This design comes from an exercise in tuning for small area, a short achievable clock period and few clock cycles on the open sky130 flow, not from production work. Only simulation tests tie the RTL to the original design; equivalence was not proved.

==> flow/design.v <==
module twb #(parameter RW = 14, parameter PW = 20) (
    input  signed [RW-1:0] r1,
    input  signed [RW-1:0] r2,
    input  ben, bneg, cen, cneg, den, e16, e32, fen, f8, fneg,
    input  [5:0] kr,
    input  [5:0] ki,
    output [PW-1:0] sr, cr,
    output [PW-1:0] si, ci
);
wire signed [PW-1:0] x1 = r1, x2 = r2;
wire fpos = ~fneg;
wire [PW-1:0] a1 = {x1[PW-7:0], kr};
wire [PW-1:0] a2 = {x2[PW-7:0], ki};
wire [PW-1:0] b1 = ({PW{ben}} & x1) ^ {PW{bneg}};
wire [PW-1:0] b2 = ({PW{ben}} & x2) ^ {PW{bneg}};
wire [PW-1:0] c1 = ({PW{cen}} & (x1 <<< 2)) ^ {PW{cneg}};
wire [PW-1:0] c2 = ({PW{cen}} & (x2 <<< 2)) ^ {PW{cneg}};
wire [PW-1:0] d1 = ({PW{den}} & (x1 <<< 4)) ^ {PW{den}};
wire [PW-1:0] d2 = ({PW{den}} & (x2 <<< 4)) ^ {PW{den}};
wire [PW-1:0] e1 = ({PW{e16}} & (x1 <<< 4)) | ({PW{e32}} & (x1 <<< 5));
wire [PW-1:0] e2 = ({PW{e16}} & (x2 <<< 4)) | ({PW{e32}} & (x2 <<< 5));
wire [PW-1:0] g1 = {PW{fen}} & (f8 ? (x1 <<< 3) : (x1 <<< 2));
wire [PW-1:0] g2 = {PW{fen}} & (f8 ? (x2 <<< 3) : (x2 <<< 2));
csa6 #(.W(PW)) ur (.t1(a1), .t2(b1), .t3(c1), .t4(d1), .t5(e2), .t6(g2 ^ {PW{fneg}}), .s(sr), .c(cr));
csa6 #(.W(PW)) ui (.t1(a2), .t2(b2), .t3(c2), .t4(d2), .t5(~e1), .t6(g1 ^ {PW{fpos}}), .s(si), .c(ci));
endmodule
module csa6 #(parameter W = 20) (
    input  [W-1:0] t1, t2, t3, t4, t5, t6,
    output [W-1:0] s, c
);
wire [W-1:0] s1 = t1 ^ t2 ^ t3;
wire [W-1:0] c1 = {((t1 & t2) | (t1 & t3) | (t2 & t3)), 1'b0};
wire [W-1:0] s2 = t4 ^ t5 ^ t6;
wire [W-1:0] c2 = {((t4 & t5) | (t4 & t6) | (t5 & t6)), 1'b0};
wire [W-1:0] s3 = s1 ^ c1 ^ s2;
wire [W-1:0] c3 = {((s1 & c1) | (s1 & s2) | (c1 & s2)), 1'b0};
assign s = s3 ^ c3 ^ c2;
assign c = {((s3 & c3) | (s3 & c2) | (c3 & c2)), 1'b0};
endmodule
module twa #(parameter W = 14) (
    input  signed [W-2:0] vr,
    input  signed [W-2:0] vi,
    input  [4:0] c,
    output [W-1:0] r
);
wire signed [W-1:0] xr = vr, xi = vi;
wire [W-1:0] a = (c[4] ? xi : xr) ^ {W{c[3]}};
wire [W-1:0] b = {W{c[2]}} & ((c[1] ? xr : xi) ^ {W{c[0]}});
wire ci = c[3] | (c[2] & c[0]);
wire [W:0] t = {a, 1'b1} + {b, ci};
assign r = t[W:1];
endmodule
module FFT(
input clk,
input rst_n,
input in_valid,
input signed [11:0] din_r,
input signed [11:0] din_i,
output out_valid,
output signed [15:0] dout_r,
output signed [15:0] dout_i
);
reg [6:0] cnt;       
reg       ov;
wire [6:0] cnt_n = ((cnt != 7'd0 || in_valid) && cnt != 7'd127) ? cnt + 7'd1 : cnt;
function [16:0] ctlf;
    input [6:0] c;
    reg [6:0] j0, j1, j2, k2, j3, k3, j4, j5, ja, jb;
    begin
        j0 = c - 7'd1;      
        j1 = c + 7'd1;      
        k2 = c - 7'd18;     
        j2 = c - 7'd16;     
        k3 = c - 7'd27;     
        j3 = c - 7'd26;     
        j4 = c - 7'd32;     
        j5 = c - 7'd35;     
        ja = c - 7'd36;     
        jb = c - 7'd51;     
        ctlf = {j0[4], j1[3:0], k2[3], j2[2:0], k3[2], j3[1:0], j4[1:0], j5[0],
                ja[4] & ~ja[0], jb[3] & ~jb[1]};
    end
endfunction
reg [16:0] ctl;
always @(posedge clk or negedge rst_n) begin
    if (!rst_n) begin
        cnt <= 7'd0;
        ov  <= 1'b0;
        ctl <= ctlf(7'd0);
    end else begin
        cnt <= cnt_n;
        ctl <= (cnt != 7'd0 || in_valid) ? ctlf(cnt + 7'd1) : ctlf(7'd0);
        if (cnt == 7'd57) ov <= 1'b1;
    end
end
assign out_valid = ov;
wire       ph1 = ctl[16];
wire [3:0] m1  = ctl[15:12];
wire       ph2 = ctl[11];
wire [2:0] m2  = ctl[10:8];
wire       ph3 = ctl[7];
wire [1:0] m3  = ctl[6:5];
wire [1:0] i4  = ctl[4:3];
wire       i5  = ctl[2];
wire       sela = ctl[1];
wire       selb = ctl[0];
integer k;
reg signed [11:0] xr, xi;
always @(posedge clk) begin
    xr <= din_r;
    xi <= din_i;
end
reg signed [12:0] d1r [0:15];
reg signed [12:0] d1i [0:15];
wire signed [12:0] t1r = d1r[15], t1i = d1i[15];
wire signed [12:0] s1r = t1r + xr, s1i = t1i + xi;
wire signed [12:0] f1r = t1r - xr, f1i = t1i - xi;
always @(posedge clk) begin
    d1r[0] <= ph1 ? f1r : {xr[11], xr};
    d1i[0] <= ph1 ? f1i : {xi[11], xi};
    for (k = 1; k < 16; k = k + 1) begin
        d1r[k] <= d1r[k-1];
        d1i[k] <= d1i[k-1];
    end
end
function [9:0] op1;
    input [3:0] m;
    case (m)
        4'd0: op1 = 10'b00000_10000;   
        4'd1: op1 = 10'b00000_10000;   
        4'd2: op1 = 10'b00000_10000;   
        4'd3: op1 = 10'b00000_10000;   
        4'd4: op1 = 10'b00100_10111;   
        4'd5: op1 = 10'b01000_10000;   
        4'd6: op1 = 10'b01000_10000;   
        4'd7: op1 = 10'b01000_10000;   
        4'd8: op1 = 10'b10000_01000;   
        4'd9: op1 = 10'b10000_01000;   
        4'd10: op1 = 10'b10000_01000;   
        4'd11: op1 = 10'b10000_01000;   
        4'd12: op1 = 10'b10111_01101;   
        4'd13: op1 = 10'b11000_01000;   
        4'd14: op1 = 10'b11000_01000;   
        4'd15: op1 = 10'b11000_01000;   
        default: op1 = 10'd0;
    endcase
endfunction
function [21:0] tc1;
    input [3:0] m;
    case (m)
        4'd0: tc1 = 22'b0000000000_000000_000010;
        4'd1: tc1 = 22'b1100010101_000010_000010;
        4'd2: tc1 = 22'b1111001111_000011_000011;
        4'd3: tc1 = 22'b1010101100_000001_000011;
        4'd4: tc1 = 22'b1011100000_000010_000100;
        4'd5: tc1 = 22'b1010101100_000001_000011;
        4'd6: tc1 = 22'b1111001111_000011_000011;
        4'd7: tc1 = 22'b1100010101_000010_000010;
        4'd8: tc1 = 22'b0000000000_000000_000010;
        4'd9: tc1 = 22'b1100010101_000010_000010;
        4'd10: tc1 = 22'b1111001111_000011_000011;
        4'd11: tc1 = 22'b1010101100_000001_000011;
        4'd12: tc1 = 22'b1011100000_000010_110001;
        4'd13: tc1 = 22'b1010101100_000001_000011;
        4'd14: tc1 = 22'b1111001111_000011_000011;
        4'd15: tc1 = 22'b1100010101_000010_000010;
        default: tc1 = 22'd0;
    endcase
endfunction
function [0:0] ts1;
    input [3:0] m;
    case (m)
        4'd0: ts1 = 1'b0;
        4'd1: ts1 = 1'b0;
        4'd2: ts1 = 1'b0;
        4'd3: ts1 = 1'b0;
        4'd4: ts1 = 1'b0;
        4'd5: ts1 = 1'b1;
        4'd6: ts1 = 1'b1;
        4'd7: ts1 = 1'b1;
        4'd8: ts1 = 1'b0;
        4'd9: ts1 = 1'b0;
        4'd10: ts1 = 1'b0;
        4'd11: ts1 = 1'b0;
        4'd12: ts1 = 1'b0;
        4'd13: ts1 = 1'b1;
        4'd14: ts1 = 1'b1;
        4'd15: ts1 = 1'b1;
        default: ts1 = 1'd0;
    endcase
endfunction
reg [9:0] y1o;
always @(posedge clk) y1o <= op1(m1 + 4'd1);
wire [13:0] r1r, r1i;
twa #(.W(14)) ta1r (.vr(d1r[13]), .vi(d1i[13]), .c(y1o[9:5]), .r(r1r));
twa #(.W(14)) ta1i (.vr(d1r[13]), .vi(d1i[13]), .c(y1o[4:0]), .r(r1i));
reg signed [13:0] a1r, a1i;
reg [21:0] a1c;
reg a1s;
always @(posedge clk) begin
    a1r <= r1r; a1i <= r1i; a1c <= tc1(m1); a1s <= ts1(m1);
end
wire [19:0] b1sr, b1cr, b1si, b1ci;
twb #(.RW(14), .PW(20)) tw1 (.r1(a1r), .r2(a1i),
    .ben(a1c[21]), .bneg(a1c[20]), .cen(a1c[19]), .cneg(a1c[18]), .den(a1c[17]),
    .e16(a1c[16]), .e32(a1c[15]), .fen(a1c[14]), .f8(a1c[13]), .fneg(a1c[12]),
    .kr(a1c[11:6]), .ki(a1c[5:0]), .sr(b1sr), .cr(b1cr), .si(b1si), .ci(b1ci));
reg [19:0] q1sr, q1cr, q1si, q1ci;
reg q1s;
always @(posedge clk) begin
    q1sr <= b1sr; q1cr <= b1cr; q1si <= b1si; q1ci <= b1ci;
    q1s <= a1s;
end
wire [19:0] h1r = q1sr + q1cr, h1i = q1si + q1ci;
wire signed [19:0] p1r = q1s ? h1i : h1r;
wire signed [19:0] p1i = q1s ? h1r : h1i;
reg signed [19:0] o1r, o1i;
always @(posedge clk) begin
    o1r <= ph1 ? {s1r[12], s1r, 6'd0} : p1r;
    o1i <= ph1 ? {s1i[12], s1i, 6'd0} : p1i;
end
reg signed [20:0] d2r [0:7];
reg signed [20:0] d2i [0:7];
wire signed [20:0] t2r = d2r[7], t2i = d2i[7];
wire signed [20:0] s2r = t2r + o1r, s2i = t2i + o1i;
wire signed [20:0] f2r = t2r - o1r, f2i = t2i - o1i;
always @(posedge clk) begin
    d2r[0] <= ph2 ? f2r : o1r;
    d2i[0] <= ph2 ? f2i : o1i;
    for (k = 1; k < 8; k = k + 1) begin
        d2r[k] <= d2r[k-1];
        d2i[k] <= d2i[k-1];
    end
end
function [9:0] op2;
    input [2:0] m;
    case (m)
        3'd0: op2 = 10'b00000_10000;   
        3'd1: op2 = 10'b00000_10000;   
        3'd2: op2 = 10'b00100_10111;   
        3'd3: op2 = 10'b01000_10000;   
        3'd4: op2 = 10'b10000_01000;   
        3'd5: op2 = 10'b10000_01000;   
        3'd6: op2 = 10'b10111_01101;   
        3'd7: op2 = 10'b11000_01000;   
        default: op2 = 10'd0;
    endcase
endfunction
function [21:0] tc2;
    input [2:0] m;
    case (m)
        3'd0: tc2 = 22'b0000000000_000000_000010;
        3'd1: tc2 = 22'b1111001111_000011_000011;
        3'd2: tc2 = 22'b1011100000_000010_000100;
        3'd3: tc2 = 22'b1111001111_000011_000011;
        3'd4: tc2 = 22'b0000000000_000000_000010;
        3'd5: tc2 = 22'b1111001111_000011_000011;
        3'd6: tc2 = 22'b1011100000_000010_110001;
        3'd7: tc2 = 22'b1111001111_000011_000011;
        default: tc2 = 22'd0;
    endcase
endfunction
function [0:0] ts2;
    input [2:0] m;
    case (m)
        3'd0: ts2 = 1'b0;
        3'd1: ts2 = 1'b0;
        3'd2: ts2 = 1'b0;
        3'd3: ts2 = 1'b1;
        3'd4: ts2 = 1'b0;
        3'd5: ts2 = 1'b0;
        3'd6: ts2 = 1'b0;
        3'd7: ts2 = 1'b1;
        default: ts2 = 1'd0;
    endcase
endfunction
reg [9:0] y2o;
always @(posedge clk) y2o <= op2(m2 + 3'd1);
wire [21:0] r2r, r2i;
twa #(.W(22)) ta2r (.vr(d2r[5]), .vi(d2i[5]), .c(y2o[9:5]), .r(r2r));
twa #(.W(22)) ta2i (.vr(d2r[5]), .vi(d2i[5]), .c(y2o[4:0]), .r(r2i));
reg signed [21:0] a2r, a2i;
reg [21:0] a2c;
reg a2s;
always @(posedge clk) begin
    a2r <= r2r; a2i <= r2i; a2c <= tc2(m2); a2s <= ts2(m2);
end
wire [26:0] b2sr, b2cr, b2si, b2ci;
twb #(.RW(22), .PW(27)) tw2 (.r1(a2r), .r2(a2i),
    .ben(a2c[21]), .bneg(a2c[20]), .cen(a2c[19]), .cneg(a2c[18]), .den(a2c[17]),
    .e16(a2c[16]), .e32(a2c[15]), .fen(a2c[14]), .f8(a2c[13]), .fneg(a2c[12]),
    .kr(a2c[11:6]), .ki(a2c[5:0]), .sr(b2sr), .cr(b2cr), .si(b2si), .ci(b2ci));
wire [6:0] l2r = b2sr[5:0] + b2cr[5:0], l2i = b2si[5:0] + b2ci[5:0];
reg [20:0] q2sr, q2cr, q2si, q2ci;
reg q2lr, q2li, q2s;
always @(posedge clk) begin
    q2sr <= b2sr[26:6]; q2cr <= b2cr[26:6]; q2si <= b2si[26:6]; q2ci <= b2ci[26:6];
    q2lr <= l2r[6]; q2li <= l2i[6];
    q2s <= a2s;
end
wire [20:0] h2r = q2sr + q2cr + q2lr, h2i = q2si + q2ci + q2li;
wire signed [20:0] p2r = q2s ? h2i : h2r;
wire signed [20:0] p2i = q2s ? h2r : h2i;
reg signed [20:0] o2r, o2i;
always @(posedge clk) begin
    o2r <= ph2 ? s2r : p2r;
    o2i <= ph2 ? s2i : p2i;
end
reg signed [21:0] d3r [0:3];
reg signed [21:0] d3i [0:3];
wire signed [21:0] t3r = d3r[3], t3i = d3i[3];
wire signed [21:0] s3r = t3r + o2r, s3i = t3i + o2i;
wire signed [21:0] f3r = t3r - o2r, f3i = t3i - o2i;
always @(posedge clk) begin
    d3r[0] <= ph3 ? f3r : o2r;
    d3i[0] <= ph3 ? f3i : o2i;
    for (k = 1; k < 4; k = k + 1) begin
        d3r[k] <= d3r[k-1];
        d3i[k] <= d3i[k-1];
    end
end
function [11:0] op3;
    input [1:0] m;
    case (m)
        2'd0: op3 = {10'b00000_10000, 1'b0, 1'b0};   
        2'd1: op3 = {10'b00100_10111, 1'b1, 1'b0};   
        2'd2: op3 = {10'b10000_01000, 1'b0, 1'b0};   
        2'd3: op3 = {10'b10111_01101, 1'b1, 1'b1};   
        default: op3 = 12'd0;
    endcase
endfunction
reg [9:0] y3o;
always @(posedge clk) y3o <= op3(m3 + 2'd1) >> 2;
wire [11:0] y3 = op3(m3);
wire [22:0] r3r, r3i;
twa #(.W(23)) ta3r (.vr(d3r[2]), .vi(d3i[2]), .c(y3o[9:5]), .r(r3r));
twa #(.W(23)) ta3i (.vr(d3r[2]), .vi(d3i[2]), .c(y3o[4:0]), .r(r3i));
reg signed [22:0] a3r, a3i;
reg a3k, a3x;
always @(posedge clk) begin
    a3r <= r3r; a3i <= r3i; a3k <= y3[1]; a3x <= y3[0];
end
wire signed [27:0] x3r = a3r, x3i = a3i;
wire [27:0] h3r = {x3r[21:0], 6'd0} + x3r + ~(x3r <<< 2) + ~(x3r <<< 4) + 28'd2;
wire [27:0] h3i = {x3i[21:0], a3x, 1'b0, a3x, a3x, 1'b0, a3x} + x3i + ~(x3i <<< 2) + ~(x3i <<< 4) + 28'd2;
wire signed [21:0] p3r = a3k ? h3r[27:6] : a3r[21:0];
wire signed [21:0] p3i = a3k ? h3i[27:6] : a3i[21:0];
reg signed [21:0] o3r, o3i;
always @(posedge clk) begin
    o3r <= ph3 ? s3r : p3r;
    o3i <= ph3 ? s3i : p3i;
end
reg signed [21:0] d4r [0:1];
reg signed [21:0] d4i [0:1];
wire signed [21:0] t4r = d4r[1], t4i = d4i[1];
wire signed [21:0] s4r = t4r + o3r, s4i = t4i + o3i;
wire signed [21:0] f4r = t4r - o3r, f4i = t4i - o3i;
reg signed [21:0] o4r, o4i;
always @(posedge clk) begin
    d4r[0] <= i4[1] ? f4r : o3r;
    d4i[0] <= i4[1] ? f4i : o3i;
    d4r[1] <= d4r[0];
    d4i[1] <= d4i[0];
    o4r <= i4[1] ? s4r : (i4[0] ? t4i : t4r);
    o4i <= i4[1] ? s4i : (i4[0] ? -t4r : t4i);
end
reg signed [21:0] d5r, d5i;
wire signed [21:0] s5r = d5r + o4r, s5i = d5i + o4i;
wire signed [21:0] f5r = d5r - o4r, f5i = d5i - o4i;
always @(posedge clk) begin
    d5r <= i5 ? f5r : o4r;
    d5i <= i5 ? f5i : o4i;
end
wire [31:0] o5 = i5 ? {s5r[21:6], s5i[21:6]} : {d5r[21:6], d5i[21:6]};
reg [31:0] ba [0:14];
wire [31:0] outa = sela ? o5 : ba[14];
always @(posedge clk) begin
    ba[0] <= sela ? ba[14] : o5;
    for (k = 1; k < 15; k = k + 1) ba[k] <= ba[k-1];
end
reg [31:0] bb [0:5];
wire [31:0] outb = selb ? outa : bb[5];
always @(posedge clk) begin
    bb[0] <= selb ? bb[5] : outa;
    for (k = 1; k < 6; k = k + 1) bb[k] <= bb[k-1];
end
reg [31:0] dout;
always @(posedge clk) dout <= outb;
assign dout_r = dout[31:16];
assign dout_i = dout[15:0];
endmodule
==> flow/run.sh <==
#!/bin/bash
# synth_recipe.tcl (not shown) runs the flow's synth.tcl, then flattens the netlist and writes it again
# the make line also repeats each setting of config.mk as NAME=value (left out here)
make -C /OpenROAD-flow-scripts/flow DESIGN_CONFIG=/design/flow/config.mk WORK_HOME=/design/flow/orfs CLKGATE_MAP_FILE= SYNTH_SCRIPT=/design/flow/synth_recipe.tcl finish
==> flow/config.mk <==
export PLATFORM = sky130hd
export DESIGN_NAME = FFT
export DESIGN_NICKNAME = FFT
export VERILOG_FILES = /design/flow/design.v
export SDC_FILE = /design/flow/constraint.sdc
export NUM_CORES = 4
export LEC_CHECK = 0
export CAP_MARGIN = 20
export CORE_MARGIN = 2
export CORE_UTILIZATION = 40
export SLEW_MARGIN = 20
==> flow/constraint.sdc <==
create_clock -name core_clock -period 12.0 [get_ports {clk}]
set_input_delay 2.4000 -clock core_clock [delete_from_list [all_inputs] [get_ports {clk}]]
set_output_delay 2.4000 -clock core_clock [all_outputs]
set_load 0.01 [all_outputs]
==> notes.md <==
[cell families after synthesis]
group | synth area share, %
AOI/OAI and AO/OA | 11.3
muxes | 3.77
and+or+nand+nor | 9.21
xor gates and xnor gates | 6.82
buffers and inverters | 5.22
adders and majority gates | 17.3
DFF | 46.4
[synth_stat cells, types with 13 or more instances]
cell	instances	area share, %
dfxtp_1	2282	46
o41ai_1	19	0.17
or4_1	16	0.12
a211oi_1	80	0.60
a21oi_1	497	2.5
nand2b_1	96	0.60
nand2_1	642	2.4
o22ai_1	15	0.094
o211ai_1	27	0.20
or3_1	61	0.38
nor3_1	115	0.58
o21a_1	56	0.42
nand4_1	16	0.10
or2_2	13	0.082
inv_1	1032	3.9
dfrtp_1	14	0.35
xnor2_1	564	5.0
ha_1	682	8.6
clkbuf_1	262	0.99
o21ai_1	74	0.37
o31ai_1	39	0.29
a22oi_1	46	0.35
a31oi_1	62	0.39
nor2b_1	151	0.95
and2_1	123	0.77
mux2_2	73	0.82
nand3_1	87	0.44
nand3b_1	15	0.11
o211a_1	62	0.62
o21bai_1	94	0.71
buf_1	68	0.26
mux2i_1	293	2.9
and3_1	46	0.29
fa_1	435	8.7
a211o_1	17	0.15
nor4_1	17	0.11
nor2_1	543	2.0
o21ai_0	362	1.8
xor2_1	212	1.9
a21o_1	111	0.84
[metal layers]
| layer | up-vias | GRT usage [%] | wire (um) |
|---|---|---|---|
| met5 | - | 0 | 20 |
| met4 | 2 | 6.14 | 7330 |
| met3 | 370 | 2.35 | 8690 |
| met2 | 1213 | 32.0 | 113000 |
| met1 | 31400 | 23.9 | 107000 |
| li1 | 31700 | - | - |
[cell type report]
class | count | area, um2
sequential | 2303 | 46300
tap | 3330 | 4170
antenna | 4 | 10.0
fill | 23200 | 136000
timing repair buffer | 111 | 1020
clock buffer | 308 | 6400
multi-input combinational | 5968 | 48200
clock inverter | 115 | 1810
inverter | 1038 | 3900
[through the flow]
step / utilization [%] / instances / instance area, um2 / worst slack [ns]
floorplan: - / 9650 / 99700 / 8.11
global placement: 41.7 / 12700 / 104000 / 7.44
detailed placement: 41.7 / 12700 / 104000 / 7.48
CTS: 45.0 / 13200 / 112000 / 7.41
global route: 45.0 / 13200 / 112000 / 7.07
finish: 45.0 / 13200 / 112000 / 7.44
[path summary, 6_finish.rpt]
| check | from | endpoint | slack, ns | depth (start not counted) |
|---|---|---|---|---|
| worst max-delay path | a3i[1] | o3i[21] | 7.44 | 16 |
| worst max register to register | a3i[1] | o3i[21] | 7.44 | 16 |
| min in group asynchronous | rst_n | cnt[5] | 2.06 | 1 |
| worst min register to register | d4r[0][4] | d4r[1][4] | 0.27 | 0 |
| worst min-delay path | d4r[0][4] | d4r[1][4] | 0.27 | 0 |
| max in group asynchronous | rst_n | ctl[9] | 9.27 | 1 |
[sequential cells by signal (all words and copies together) (netlist names), 23 cells and up]
register,count
a3i,23
a3r,23
ba,480
bb,192
d1i,208
d1r,208
d2i,168
d2r,168
d3i,88
d3r,88
d4i,44
d4r,44
dout,32
==> notes.md <==
Timing
- crit share post-route: 38.0%
- Final Hold Viols: 0
- Setup Skew: 0.108 ns
- Min Clock Period, post-route: 4.56 ns
- transition time at the pin with the least slew margin: 1.10 ns
- unrepaired setup endpoints after global routing: no
- minimum hold slack: 0.269 ns
- Max Freq: 0.219 GHz
- number of failing setup endpoints in the final timing report: 0
- setup TNS: 0 ns
- number of max-slew violations in the final report: 0
- Max-slew headroom: 27.0%

Logic synthesis
- synth unique cells: 99
- number of synthesized register bits: 2303
- synthesized area: 99700 um2
- synthesized netlist cell count: 9650
- share of async-settable or async-resettable flops after synthesis: 0.912%
- register area share after synthesis: 46.4%
- number of enable flip-flop cells after synthesis: 0
- main flop type after synthesis: dfxtp_1
- Yosys warning total: 21
- Avg Cell Area, Syn: 10.3 um2
- total nets after synthesis: 10800

Die
- die boundary height: 503 um
- floorplan die width: 503 um
- Std-Cell Core Area: 248000 um2
- die area: 253000 um2
- I/O pin count: 60
- count of standard-cell rows: 183
- initial cell density of the core: 40.1%

Layout
- share of post-route cells with drive strength above 1: 5.89%
- most used cells in the layout excluding fill and tap cells: dfxtp_1 (2274), inv_1 (1031), ha_1 (682)
- most common cell after layout, fill and taps aside: dfxtp_1
- Area Overhead vs Synth: 12.2%
- net total in the final layout: 10800

Clock tree
- number of clock sinks: 2303
- clock buffer depth: 3
- CTS buffer count: 227
- post-cts sizing count: 0
- latest clock arrival within the worst-skew pair: 0.90 ns
- CTS tree: done
- cts hold-fix bufs: 0
- number of H-tree branching levels: 4
- number of setup buffers added after CTS: 0
- clock slew at the register clock pins of the worst setup and hold paths: 0.06 ns
- Root Buffer: clkbuf_16

Global route
- number of antenna violations at the first check in global routing: 4
- via count of the first global-routing pass: 66100
- wire length of the first global-routing pass: 370000 um
- largest net degree at the start of global routing: 104
- Remaining Overflow, GRT: 0
- global router's overall resource usage: 18.5%

Outcome
- result of the run: timing/DRC/antenna clean

Placed design
- final weighted congestion in routability-driven placement: 0.893
- DP HPWL: 179000 um
- total of buffers placed on input and output ports: 59

Route
- final routed wire length divided by cell count: 17.9 um
- vias after detailed routing: 64700
- Iteration-0 DRC Markers: 3414
- final routed wirelength across all metal layers: 235000 um
- Post-route DRC: 0
- post-detailed-route count of antenna-violating nets: 0
- average via count per standard cell: 4.91
- number of iterations in the first detailed-routing pass: 5

Critical path
- stage delay of the slowest cell on the critical path: 0.59 ns
- element type at the critical path end: flop
- crit path launch type: flop
- worst-path fanout max: 5
- data arrival time of the critical path: 5.26 ns
- startpoint-to-endpoint class of the critical path: reg2reg
- Buffers & Inverters on Critical Path: 2
- slowest CP cell: fa_1
- Top delay family on crit path: compound AO/OA/AOI/OAI gates
- required time reported for the critical path endpoint: 12.70 ns
- CP cell instances: inv_1, fa_1, inv_1, fa_1, ha_1, o21a_1, o2111ai_1, o21ai_1, a311oi_1, nor2b_1, a311oi_1, o2bb2ai_1, o21bai_1, xnor2_1, a211oi_1, a21oi_1

Flow run
- number of max-capacitance violations reported: 0

Min path
- type of the most critical hold path: reg2reg

Testbench counts, summed over its fixed seeds: cycles 22,784.

[port drivers added, routing unchanged]
In the flow no input, the clock included, has a driving cell. The finished layout below was timed again as built, in two steps.
Step 1 assumes that a clkbuf_16 drives the clock port and a buf_2 every other input.
Step 2 adds t to the input delays and takes it off the output delays; t is the mean of the earliest and latest rising clock arrival at the registers after step 1. Input paths then give back, and output paths get back, about the clock's delay inside the block.
a / b / c = no drivers / after step 1 / after step 2; a / b = the first two.
t (ns): 0.934
setup WS [ns]: 7.437 / 7.437 / 7.437
latest minus earliest clock arrival (ns): 0.111 / 0.110
worst data-port slew with drivers (ns): 0.10
After both steps setup and hold are still met in this run. For this run, drivers alone change the setup slack by 0.000 ns; drivers and shift together by 0.000 ns.
